Context: an optimization exercise on an open-source flow, tuned for small area. The choices shown serve that exercise and are no tape-out recipe.
Where RTL was checked, it was by simulation tests only, not by an equivalence proof against the original.
The flow treats the clock pin as an ideal source, which a real chip does not have.
No activity file was given, so power comes from the tool's default toggle rates.

Setup of north:
// ofdm_tx_backend
module ofdm_tx_backend(
    input               clk             ,
    input               rst_n           ,
    input               Tx_Clr          ,
    input               Train_Start_En  ,
    input       [7:0]   Din_Re          ,
    input       [7:0]   Din_Im          ,
    input               Din_En          ,
    input       [5:0]   Din_Index       ,
    output reg  [7:0]   Dout_Re         ,
    output reg  [7:0]   Dout_Im         ,
    output reg          Dout_Vld
);
Size in the first run: ~1,100 flip-flops, about 44 I/O pins.
Settings: LEC_CHECK=0, CAP_MARGIN=20, CORE_MARGIN=2, CORE_UTILIZATION=40, CTS_BUF_LIST=sky130_fd_sc_hd__clkbuf_4, CTS_CLUSTER_SIZE=30, SLEW_MARGIN=20; clock period 5.0 ns.
run.sh (not shown) runs the stock make flow with config.mk's settings and CLKGATE_MAP_FILE= SYNTH_SCRIPT=/design/flow/synth_recipe.tcl, a recipe that flattens the netlist after the stock synthesis.
Having completed the whole flow, north delivered a layout that passed the timing, DRC and antenna checks.
What south does differently from north at the input level:
# north
export LEC_CHECK = 0
export CAP_MARGIN = 20
export CORE_MARGIN = 2
export CORE_UTILIZATION = 40
export CTS_BUF_LIST = sky130_fd_sc_hd__clkbuf_4
export CTS_CLUSTER_SIZE = 30
export SLEW_MARGIN = 20
create_clock -name core_clock -period 5.0 [get_ports {clk}]
# south
export LEC_CHECK = 0
export CAP_MARGIN = 20
export CORE_MARGIN = 2
export CORE_UTILIZATION = 50
export CTS_CLUSTER_DIAMETER = 50
export CTS_CLUSTER_SIZE = 25
export SLEW_MARGIN = 20
create_clock -name core_clock -period 5.0 [get_ports {clk}]
Results
Final area shrinks by a few percent when moving from north to south.
Side by side, signed area change from the synthesized netlist to the final layout turned out lower in south than in north.
south: data arrival time of the critical path 0.34 ns below north
Taking north as 1.0, south lands at 1.12 on average wire per cell in the routed design.
Input changes introduced in east (baseline for comparison: south):
# south
export LEC_CHECK = 0
export CAP_MARGIN = 20
export CORE_MARGIN = 2
export CORE_UTILIZATION = 50
export CTS_CLUSTER_DIAMETER = 50
export CTS_CLUSTER_SIZE = 25
export SLEW_MARGIN = 20
create_clock -name core_clock -period 5.0 [get_ports {clk}]
# east
export LEC_CHECK = 0
export CAP_MARGIN = 20
export CORE_MARGIN = 2
export CORE_UTILIZATION = 40
export CTS_CLUSTER_DIAMETER = 60
export CTS_CLUSTER_SIZE = 30
export SLEW_MARGIN = 20
create_clock -name core_clock -period 5.0 [get_ports {clk}]
==> comparison <==
Against south, east comes in 11 points lower on final core utilization.
Wire length reported by the detailed router: south vs east, no meaningful difference
east: final antenna diode count 1 above south
Higher worst-skew pair later-pin latency was reported by south, not east.
Minimum setup slack in the final design (lower): east
Diff east..south | max-slew violation count | unchanged
Sort east and south by share of the clock period used by the worst path asc -> top: south
Changes observed in east relative to south: post-placement cell count increased by about 7% relative to the old numbers, critical path depth decreased by 1 relative to the old numbers, time the worst path needs with I/O delays and setup increased by 0.083 ns relative to the old numbers.
No run of this note included a check of the RTL's function; only the layout flow was run.

========
ofdm_tx_backend, a different RTL version from the one above (not shown whole).
Size in the first run: about 44 I/O pins, roughly 24000 sq um of cells after synthesis.
Settings: LEC_CHECK=0, CAP_MARGIN=20, CORE_MARGIN=2, CORE_UTILIZATION=40, GPL_TIMING_DRIVEN=0, SLEW_MARGIN=20; clock period 5.0 ns.
standard.sh (not shown) runs the stock make flow with config.mk's settings and CLKGATE_MAP_FILE= SYNTH_SCRIPT=/design/flow/synth_recipe.tcl, a recipe that flattens the netlist after the stock synthesis.
==> flow/flow/run.sh <==
#!/bin/bash
# Own layout flow: the standard flow (standard.sh) with
#  - the standard synthesis script, except that ABC maps for area
#    (flow/abc_area.script) instead of delay; registers are untouched,
#  - clock tree synthesis without dummy loads,
#  - the smallest buffer on the input and output ports,
#  - after clock tree synthesis, clock buffers with light loads swapped for
#    smaller ones (flow/post_cts.tcl).
# Each tool's output goes to the ORFS logs under orfs/logs/; make's own
# output goes to flow_make.log here.
set -euo pipefail
W=$(pwd)

# synthesis script: synth_recipe.tcl with the ABC script replaced
{
  echo "proc abc {args} { set i [lsearch \$args -script]; lset args [expr {\$i+1}] $W/flow/abc_area.script; yosys abc {*}\$args }"
  cat "$W/synth_recipe.tcl"
} > "$W/flow_synth.tcl"
sed "s#$W/synth_recipe.tcl#$W/flow_synth.tcl#g" "$W/standard.sh" > "$W/flow_standard.sh"
grep -q flow_synth.tcl "$W/flow_standard.sh"

export CTS_ARGS="-sink_clustering_enable -repair_clock_nets -dont_use_dummy_load -sink_clustering_size 36 -sink_clustering_max_diameter 90"
export BUFFER_PORTS_ARGS="-buffer_cell sky130_fd_sc_hd__buf_1"
export POST_CTS_TCL="$W/flow/post_cts.tcl"

bash "$W/flow_standard.sh" > "$W/flow_make.log" 2>&1
==> flow/flow/abc_area.script <==
strash
&get -n
&deepsyn -T 20
&put
dch -f
amap
==> flow/flow/post_cts.tcl <==
estimate_parasitics -placement
set slew_limit 0.110
set sizes {sky130_fd_sc_hd__clkbuf_16 sky130_fd_sc_hd__clkbuf_8 sky130_fd_sc_hd__clkbuf_4}
proc load_slew { inst } {
  set worst 0.0
  foreach pin [get_pins -of_objects [get_nets -of_objects [get_pins $inst/X]]] {
    if { [get_property $pin direction] != "input" } { continue }
    foreach p {slew_max_rise slew_max_fall} {
      set s [get_property $pin $p]
      if { $s > $worst } { set worst $s }
    }
  }
  return $worst
}
set n_changed 0
foreach inst [get_cells -hierarchical clkbuf_*] {
  set master [get_property [get_property $inst liberty_cell] name]
  if { $master != "sky130_fd_sc_hd__clkbuf_16" } { continue }
  set name [get_property $inst full_name]
  set best $master
  foreach cell [lrange $sizes 1 end] {
    replace_cell $name $cell
    estimate_parasitics -placement
    set s [load_slew $name]
    if { $s <= $slew_limit } {
      set best $cell
    } else {
      break
    }
  }
  replace_cell $name $best
  if { $best != $master } {
    incr n_changed
    puts "post_cts: $name $master -> $best"
  }
}
estimate_parasitics -placement
puts "post_cts: resized $n_changed clock buffers"
The baseline passed the timing, DRC and antenna checks.
Next try:
--- a/flow/flow/run.sh
+++ b/flow/flow/run.sh
@@ -21,3 +21,3 @@
 
-export CTS_ARGS="-sink_clustering_enable -repair_clock_nets -dont_use_dummy_load -sink_clustering_size 36 -sink_clustering_max_diameter 90"
+export CTS_ARGS="-sink_clustering_enable -repair_clock_nets -dont_use_dummy_load -sink_clustering_size 36 -sink_clustering_max_diameter 80"
 export BUFFER_PORTS_ARGS="-buffer_cell sky130_fd_sc_hd__buf_1"
Area after synthesis is unchanged.
Cell count is unchanged.
Synthesized cell count does not change.
Worst setup slack gets better by 0.052 ns.
Sequential power hardly moves.
Final area barely changes.
First-iteration DRC count goes up by 0.35%.
Combinational power is about the same.
Utilization barely changes.

-- static timing again, ports no longer ideal --
No port has a modelled driver above. Below, the same layouts with a new extraction and two added sets of constraints. Step 1, drivers: a clkbuf_16 drives clk and a buf_2 each remaining input, both assumed. Step 2 moves the port delays by t, midway between the first and last clock arrival at a register: inputs arrive t later, outputs are due t later. That takes back most of the time a late clock gives input paths. Three values: ideal, step 1, step 2; two values: the first two.
run	t, ns	setup slack, ns	cell pins on the clock port's net
north	0.909	1.585 / 1.585 / 1.438	1
south	0.668	1.726 / 1.726 / 1.438	1
east	0.643	1.643 / 1.643 / 1.439	1
the first run of note 2	0.609	0.223 / 0.223 / 0.198	1
the second run of note 2	0.608	0.275 / 0.275 / 0.182	1
After both steps setup and hold are still met in every run listed. For south, which loses most, drivers alone change the setup slack by 0.000 ns; drivers and shift together by -0.288 ns.
